What follows belongs to an exercise in optimizing a design on an open flow for small area, a short achievable clock period and few clock cycles; a production flow would make more cautious choices. Where RTL was checked, it was by simulation tests only, not by an equivalence proof against the original. Power is estimated from default activity; no workload was simulated.

## try-pepper
==> flow/design.v <==
module Integrate(
input clock,
input reset,enter,
input [7:0]Nin,
input prog_we,
input [4:0]prog_addr,
input [7:0]prog_data,
output halt,
output [7:0]Nout,
output inwait
);
reg [7:0] mem [0:31];
reg [4:0] FA;       
reg [4:0] OA;       
reg [7:0] IR;       
reg       iok;      
reg [7:0] XI;       
reg       vX;       
reg [7:0] OPR;      
reg       tk;       
reg       df;       
reg       ok;       
reg       inr;      
reg       started;  
reg [7:0] A;
reg       Z;        
wire [2:0] xop = XI[7:5];
wire [4:0] xa  = XI[4:0];
reg       halt_r, inwait_r;
assign halt   = halt_r;
assign inwait = inwait_r;
assign Nout   = A;
wire stall  = vX & ((xop == 3'd7) | ((xop == 3'd4) & ~(enter & started)));
wire xstore = vX & (xop == 3'd1) & reset;
reg [7:0] An;
reg       Zn;
wire [7:0] axo = A ^ OPR;
wire [7:0] aor = A | OPR;
wire       sum0 = (axo == {aor[6:0], 1'b0});
function [4:0] inc5;
	input [4:0] x;
	inc5 = {x[4] ^ (&x[3:0]), x[3] ^ (&x[2:0]), x[2] ^ (&x[1:0]), x[1] ^ x[0], ~x[0]};
endfunction
wire       xas = vX & ((xop == 3'd2) | (xop == 3'd3));
reg        Sf;
always @* begin
	Sf = A[7];
	if (vX)
		case (xop)
		3'd0: Sf = OPR[7];
		3'd4: if (enter & started) Sf = Nin[7];
		default: ;
		endcase
end
wire [7:0] addsub = A + (OPR ^ {8{xop[0]}}) + {7'd0, xop[0]};
always @* begin
	An = A;
	Zn = Z;
	if (vX)
		case (xop)
		3'd0: begin An = OPR; Zn = (OPR == 8'd0); end
		3'd2: begin An = addsub; Zn = sum0; end
		3'd3: begin An = addsub; Zn = (A == OPR); end
		3'd4: if (enter & started) begin An = Nin; Zn = (Nin == 8'd0); end
		default: ;
		endcase
end
wire [7:0] Oi    = tk ? OPR : IR;
wire       vO    = tk | iok;
wire [7:0] opnd  = (xstore && xa == OA) ? A : mem[OA];
wire [7:0] fword = (xstore && xa == FA) ? A : mem[FA];
wire       hzn   = vO & (Oi[7:5] == 3'd1) & (Oi[4:0] == FA);
wire       tkn   = vO & (((Oi[7:5] == 3'd5) & Zn) | ((Oi[7:5] == 3'd6) & ~xas & ~Sf));
wire       dfn   = vO & (Oi[7:5] == 3'd6) & xas;
wire       mis   = df & ~A[7];
wire [4:0] OAn   = tkn ? opnd[4:0] : fword[4:0];
wire [4:0] FAn   = tkn ? inc5(Oi[4:0]) : (hzn ? FA : inc5(FA));
wire       wr0 = prog_we && prog_addr == 5'd0;
wire [7:0] w0 = wr0 ? prog_data : mem[0];
wire [7:0] w1 = (prog_we && prog_addr == 5'd1) ? prog_data : mem[1];
wire       cap = prog_we && inr && prog_addr == xa;
wire       ok_n = ~wr0 & (cap | (ok & inr));
wire [7:0] opr_p = cap ? prog_data : OPR;
wire       tk_p = ok_n & ((xop == 3'd5) | (xop == 3'd6));
wire       hz_p = ok_n & (xop == 3'd1) & (xa == 5'd1);
wire [4:0] waddr = prog_we ? prog_addr : xa;
wire [7:0] wdata = prog_we ? prog_data : A;
always @(posedge clock)
	if (prog_we | xstore)
		mem[waddr] <= wdata;
always @(posedge clock) begin
	inr <= ~reset;
	if (!reset) begin
		ok <= ok_n;
		OPR <= opr_p;
		XI <= w0;
		IR <= ok_n ? w1 : w0;
		vX <= ok_n;
		iok <= ~hz_p;
		tk <= tk_p;
		df <= 1'b0;
		FA <= tk_p ? inc5(xa) : (ok_n & ~hz_p) ? 5'd2 : 5'd1;
		OA <= tk_p ? opr_p[4:0] : ok_n ? w1[4:0] : w0[4:0];
	end else if (mis) begin
		vX <= 1'b0;
		df <= 1'b0;
		tk <= 1'b1;
		iok <= 1'b1;
		FA <= inc5(xa);
		OA <= OPR[4:0];
	end else if (!stall) begin
		IR <= fword;
		XI <= Oi;
		OPR <= opnd;
		vX <= vO;
		iok <= ~hzn;
		tk <= tkn;
		df <= dfn;
		FA <= FAn;
		OA <= OAn;
	end
end
always @(posedge clock, negedge reset) begin
	if (!reset) begin
		started <= 1'b0;
		halt_r <= 1'b0;
		inwait_r <= 1'b0;
		A <= 8'd0;
		Z <= 1'b1;
	end else begin
		started <= 1'b1;
		if (mis) begin
			halt_r <= 1'b0;
			inwait_r <= 1'b0;
		end else if (stall) begin
			halt_r <= vX & (xop == 3'd7);
			inwait_r <= vX & (xop == 3'd4);
		end else begin
			halt_r <= vO & (Oi[7:5] == 3'd7);
			inwait_r <= vO & (Oi[7:5] == 3'd4);
		end
		A <= An;
		Z <= Zn;
	end
end
endmodule
export LEC_CHECK = 0
export CAP_MARGIN = 20
export CORE_MARGIN = 2
export CORE_UTILIZATION = 40
export CTS_CLUSTER_DIAMETER = 100
export CTS_CLUSTER_SIZE = 24
export SETUP_SLACK_MARGIN = 2.4
export SLEW_MARGIN = 20
create_clock -name core_clock -period 5.0 [get_ports {clock}]
run.sh (not shown) runs the stock make flow with config.mk's settings and CLKGATE_MAP_FILE= SYNTH_SCRIPT=/design/flow/synth_recipe.tcl, a recipe that flattens the netlist after the stock synthesis.
Edits applied to the flow inputs when going from try-pepper to try-ember:
-- flow/design.v --
<<< try-pepper, line 53
		endcase
end
wire [7:0] addsub = A + (OPR ^ {8{xop[0]}}) + {7'd0, xop[0]};
always @* begin
	An = A;
>>> try-ember, line 53
		endcase
end
always @* begin
	An = A;
<<< try-pepper, line 60
		case (xop)
		3'd0: begin An = OPR; Zn = (OPR == 8'd0); end
		3'd2: begin An = addsub; Zn = sum0; end
		3'd3: begin An = addsub; Zn = (A == OPR); end
		3'd4: if (enter & started) begin An = Nin; Zn = (Nin == 8'd0); end
		default: ;
>>> try-ember, line 59
		case (xop)
		3'd0: begin An = OPR; Zn = (OPR == 8'd0); end
		3'd2: begin An = A + OPR; Zn = sum0; end
		3'd3: begin An = A - OPR; Zn = (A == OPR); end
		3'd4: if (enter & started) begin An = Nin; Zn = (Nin == 8'd0); end
		default: ;
Findings:
- Both conditions hold for try-ember: the flow ran to the end and the final layout passed the timing, DRC and antenna checks.
- Row largest fanout on the critical path: try-ember lower / try-pepper higher
- The die area of try-ember was inferior to that of try-pepper.
- Taking try-pepper as the reference point, the multiplexer share of the synthesized area of try-ember falls by 2.0 points.
- Post-route core utilization ends up higher on try-ember.
- Looking at wire length of the first global-routing pass across try-ember and try-pepper, the one that comes out higher is try-ember.
- In try-ember, the area after detailed placement came out about 0.9% above the value in try-pepper.
No functional check of the RTL was part of any run of this note.


Another version of the RTL of Integrate (not shown whole).
Size in the first run: roughly 1200 cells after synthesis, about 310 flip-flops, about 35 I/O pins.
==> module Integrate, before the edit <==
module Integrate(
input clock,
input reset,enter,
input [7:0]Nin,
input prog_we,
input [4:0]prog_addr,
input [7:0]prog_data,
output halt,
output [7:0]Nout,
output inwait
);
reg [7:0] mem [0:31];
reg [4:0] FA;       
reg [4:0] OA;       
reg [7:0] IR;       
reg       iok;      
reg [7:0] XI;       
reg       vX;       
reg [7:0] OPR;      
reg       tk;       
reg       df;       
reg       ok;       
reg       inr;      
reg       started;  
reg [7:0] A;
reg       Z;        
wire [2:0] xop = XI[7:5];
wire [4:0] xa  = XI[4:0];
reg       halt_r, inwait_r;
assign halt   = halt_r;
assign inwait = inwait_r;
assign Nout   = A;
wire stall  = vX & ((xop == 3'd7) | ((xop == 3'd4) & ~(enter & started)));
wire xstore = vX & (xop == 3'd1) & reset;
reg [7:0] An;
reg       Zn;
wire [7:0] axo = A ^ OPR;
wire [7:0] aor = A | OPR;
wire       sum0 = (axo == {aor[6:0], 1'b0});
function [4:0] inc5;
	input [4:0] x;
	inc5 = {x[4] ^ (&x[3:0]), x[3] ^ (&x[2:0]), x[2] ^ (&x[1:0]), x[1] ^ x[0], ~x[0]};
endfunction
wire       xas = vX & ((xop == 3'd2) | (xop == 3'd3));
wire       xin = vX & (xop == 3'd4);
reg        Sf, Zf;
always @* begin
	Sf = A[7];
	Zf = Z;
	if (vX)
		case (xop)
		3'd0: begin Sf = OPR[7]; Zf = (OPR == 8'd0); end
		3'd4: Sf = Nin[7];
		default: ;
		endcase
end
always @* begin
	An = A;
	Zn = Z;
	if (vX)
		case (xop)
		3'd0: begin An = OPR; Zn = (OPR == 8'd0); end
		3'd2: begin An = A + OPR; Zn = sum0; end
		3'd3: begin An = A - OPR; Zn = (A == OPR); end
		3'd4: if (enter & started) begin An = Nin; Zn = (Nin == 8'd0); end
		default: ;
		endcase
end
wire [7:0] Oi    = tk ? OPR : IR;
wire       vO    = tk | iok;
wire       hzn   = vO & (Oi[7:5] == 3'd1) & (Oi[4:0] == FA);
wire       tkn   = vO & ~xas & (((Oi[7:5] == 3'd5) & ~xin & Zf) | ((Oi[7:5] == 3'd6) & ~Sf));
wire       dfn   = vO & ((xas & ((Oi[7:5] == 3'd5) | (Oi[7:5] == 3'd6))) | (xin & (Oi[7:5] == 3'd5)));
wire       mis   = df & ((xop == 3'd5) ? Z : ~A[7]);
wire [4:0] FAn   = tkn ? inc5(Oi[4:0]) : (hzn ? FA : inc5(FA));
wire       wr0 = prog_we && prog_addr == 5'd0;
wire [7:0] w0 = wr0 ? prog_data : mem[0];
wire [7:0] w1 = (prog_we && prog_addr == 5'd1) ? prog_data : mem[1];
wire       cap = prog_we && inr && prog_addr == xa;
wire       ok_n = ~wr0 & (cap | (ok & inr));
wire [7:0] opr_p = cap ? prog_data : OPR;
wire       tk_p = ok_n & ((xop == 3'd5) | (xop == 3'd6));
wire       hz_p = ok_n & (xop == 3'd1) & (xa == 5'd1);
wire [7:0] rdO   = mem[OA];
wire [7:0] rdF   = mem[FA];
wire       fwdO  = xstore && xa == OA;
wire       fwdF  = xstore && xa == FA;
wire       go    = reset & ~mis & ~stall;    
wire       ld    = ~reset;                   
wire       keep  = reset & ~go;              
wire [7:0] IR_d  = (rdF & {8{go & ~fwdF}}) | (A & {8{go & fwdF}})
                 | ((ok_n ? w1 : w0) & {8{ld}}) | (IR & {8{keep}});
wire [7:0] OPR_d = (rdO & {8{go & ~fwdO}}) | (A & {8{go & fwdO}})
                 | (opr_p & {8{ld}}) | (OPR & {8{keep}});
wire [4:0] OA_p  = tk_p ? opr_p[4:0] : ok_n ? w1[4:0] : w0[4:0];
wire       aO    = go & tkn & ~fwdO;
wire       aF    = go & ~tkn & ~fwdF;
wire       aA    = go & (tkn ? fwdO : fwdF);
wire [4:0] OA_d  = (rdO[4:0] & {5{aO}}) | (rdF[4:0] & {5{aF}}) | (A[4:0] & {5{aA}})
                 | (OA_p & {5{ld}}) | (OPR[4:0] & {5{reset & mis}}) | (OA & {5{reset & ~mis & stall}});
wire [4:0] waddr = prog_we ? prog_addr : xa;
wire [7:0] wdata = prog_we ? prog_data : A;
always @(posedge clock)
	if (prog_we | xstore)
		mem[waddr] <= wdata;
always @(posedge clock) begin
	inr <= ~reset;
	IR <= IR_d;
	OPR <= OPR_d;
	OA <= OA_d;
	if (!reset) begin
		ok <= ok_n;
		XI <= w0;
		vX <= ok_n;
		iok <= ~hz_p;
		tk <= tk_p;
		df <= 1'b0;
		FA <= tk_p ? inc5(xa) : (ok_n & ~hz_p) ? 5'd2 : 5'd1;
	end else if (mis) begin
		vX <= 1'b0;
		df <= 1'b0;
		tk <= 1'b1;
		iok <= 1'b1;
		FA <= inc5(xa);
	end else if (!stall) begin
		XI <= Oi;
		vX <= vO;
		iok <= ~hzn;
		tk <= tkn;
		df <= dfn;
		FA <= FAn;
	end
end
always @(posedge clock, negedge reset) begin
	if (!reset) begin
		started <= 1'b0;
		halt_r <= 1'b0;
		inwait_r <= 1'b0;
		A <= 8'd0;
		Z <= 1'b1;
	end else begin
		started <= 1'b1;
		if (mis) begin
			halt_r <= 1'b0;
			inwait_r <= 1'b0;
		end else if (stall) begin
			halt_r <= vX & (xop == 3'd7);
			inwait_r <= vX & (xop == 3'd4);
		end else begin
			halt_r <= vO & (Oi[7:5] == 3'd7);
			inwait_r <= vO & (Oi[7:5] == 3'd4);
		end
		A <= An;
		Z <= Zn;
	end
end
endmodule
make LEC_CHECK=0 CAP_MARGIN=20 CORE_MARGIN=2 CORE_UTILIZATION=40 CTS_CLUSTER_DIAMETER=100 CTS_CLUSTER_SIZE=26 SETUP_SLACK_MARGIN=2.6 SLEW_MARGIN=20 finish   # period 5.0 ns
Testbench counts at the start, summed over its fixed seeds: cycles 11,140.
Edit:
--- a/flow/design.v
+++ b/flow/design.v
@@ -42,15 +42,15 @@
 	inc5 = {x[4] ^ (&x[3:0]), x[3] ^ (&x[2:0]), x[2] ^ (&x[1:0]), x[1] ^ x[0], ~x[0]};
 endfunction
 wire       xas = vX & ((xop == 3'd2) | (xop == 3'd3));
 wire       xin = vX & (xop == 3'd4);
-reg        Sf, Zf;
+wire       xld = vX & (xop == 3'd0);
+reg        Sf;
 always @* begin
 	Sf = A[7];
-	Zf = Z;
 	if (vX)
 		case (xop)
-		3'd0: begin Sf = OPR[7]; Zf = (OPR == 8'd0); end
+		3'd0: Sf = OPR[7];
 		3'd4: Sf = Nin[7];
 		default: ;
 		endcase
 end
@@ -68,10 +68,10 @@
 end
 wire [7:0] Oi    = tk ? OPR : IR;
 wire       vO    = tk | iok;
 wire       hzn   = vO & (Oi[7:5] == 3'd1) & (Oi[4:0] == FA);
-wire       tkn   = vO & ~xas & (((Oi[7:5] == 3'd5) & ~xin & Zf) | ((Oi[7:5] == 3'd6) & ~Sf));
-wire       dfn   = vO & ((xas & ((Oi[7:5] == 3'd5) | (Oi[7:5] == 3'd6))) | (xin & (Oi[7:5] == 3'd5)));
+wire       tkn   = vO & ~xas & (((Oi[7:5] == 3'd5) & ~xin & ~xld & Z) | ((Oi[7:5] == 3'd6) & ~Sf));
+wire       dfn   = vO & ((xas & ((Oi[7:5] == 3'd5) | (Oi[7:5] == 3'd6))) | ((xin | xld) & (Oi[7:5] == 3'd5)));
 wire       mis   = df & ((xop == 3'd5) ? Z : ~A[7]);
 wire [4:0] FAn   = tkn ? inc5(Oi[4:0]) : (hzn ? FA : inc5(FA));
 wire       wr0 = prog_we && prog_addr == 5'd0;
 wire [7:0] w0 = wr0 ? prog_data : mem[0];
@@ -97,13 +97,14 @@
 wire       aF    = go & ~tkn & ~fwdF;
 wire       aA    = go & (tkn ? fwdO : fwdF);
 wire [4:0] OA_d  = (rdO[4:0] & {5{aO}}) | (rdF[4:0] & {5{aF}}) | (A[4:0] & {5{aA}})
                  | (OA_p & {5{ld}}) | (OPR[4:0] & {5{reset & mis}}) | (OA & {5{reset & ~mis & stall}});
-wire [4:0] waddr = prog_we ? prog_addr : xa;
 wire [7:0] wdata = prog_we ? prog_data : A;
+integer wi;
 always @(posedge clock)
-	if (prog_we | xstore)
-		mem[waddr] <= wdata;
+	for (wi = 0; wi < 32; wi = wi + 1)
+		if ((prog_we && prog_addr == wi) || (xstore && xa == wi))
+			mem[wi] <= wdata;
 always @(posedge clock) begin
 	inr <= ~reset;
 	IR <= IR_d;
 	OPR <= OPR_d;
Area after synthesis rises slightly.
Cell area went up by a few percent.
Sequential power decreases by a few percent.
Cell count came out higher by about a fifth.
Via count rises by well over a third.
Setup slack degrades by 300 ps.
Non-clock buffer count grows by 80.
Die area climbs slightly.
Global-route usage went up by 15 points.
Synthesized cell count grows by a quarter to a third.
No functional check of the RTL was part of the second run of this note.

-- afterwards: timing with drivers on the ports --
The results above use ideal ports. As a check the final layouts listed here were re-extracted and re-timed, cells and wires unchanged.
Step 1 (the two cells are an assumption about what drives the block):
set clk [get_ports {clock}]
set_driving_cell -lib_cell sky130_fd_sc_hd__clkbuf_16 $clk
set_driving_cell -lib_cell sky130_fd_sc_hd__buf_2 [delete_from_list [all_inputs] $clk]
Step 2, shift: input delay + t, output delay - t, t = (earliest + latest rising clock arrival at the registers) / 2. This alone moves slack from input paths to output paths.
a / b / c = ideal / step 1 / step 2; a / b = the first two.
run | shift t [ns] | setup slack, ns | clock arrival spread, ns | slew at the worst register clock pin (ns) | cell pins on the clock port's net
try-pepper | 0.580 | 2.303 / 2.319 / 1.744 | 0.031 / 0.030 | 0.11 / 0.11 | 1
try-ember | 0.573 | 2.102 / 2.102 / 1.626 | 0.019 / 0.019 | 0.11 / 0.11 | 1
the first run of note 2 | 0.589 | 2.464 / 2.464 / 2.068 | 0.032 / 0.033 | 0.12 / 0.12 | 1
the second run of note 2 | 0.596 | 2.160 / 2.160 / 1.707 | 0.031 / 0.032 | 0.12 / 0.12 | 1
After both steps setup and hold are still met in every run listed. The setup slack of try-pepper, which loses most, moves by +0.016 ns with the drivers and by -0.559 ns with both steps.
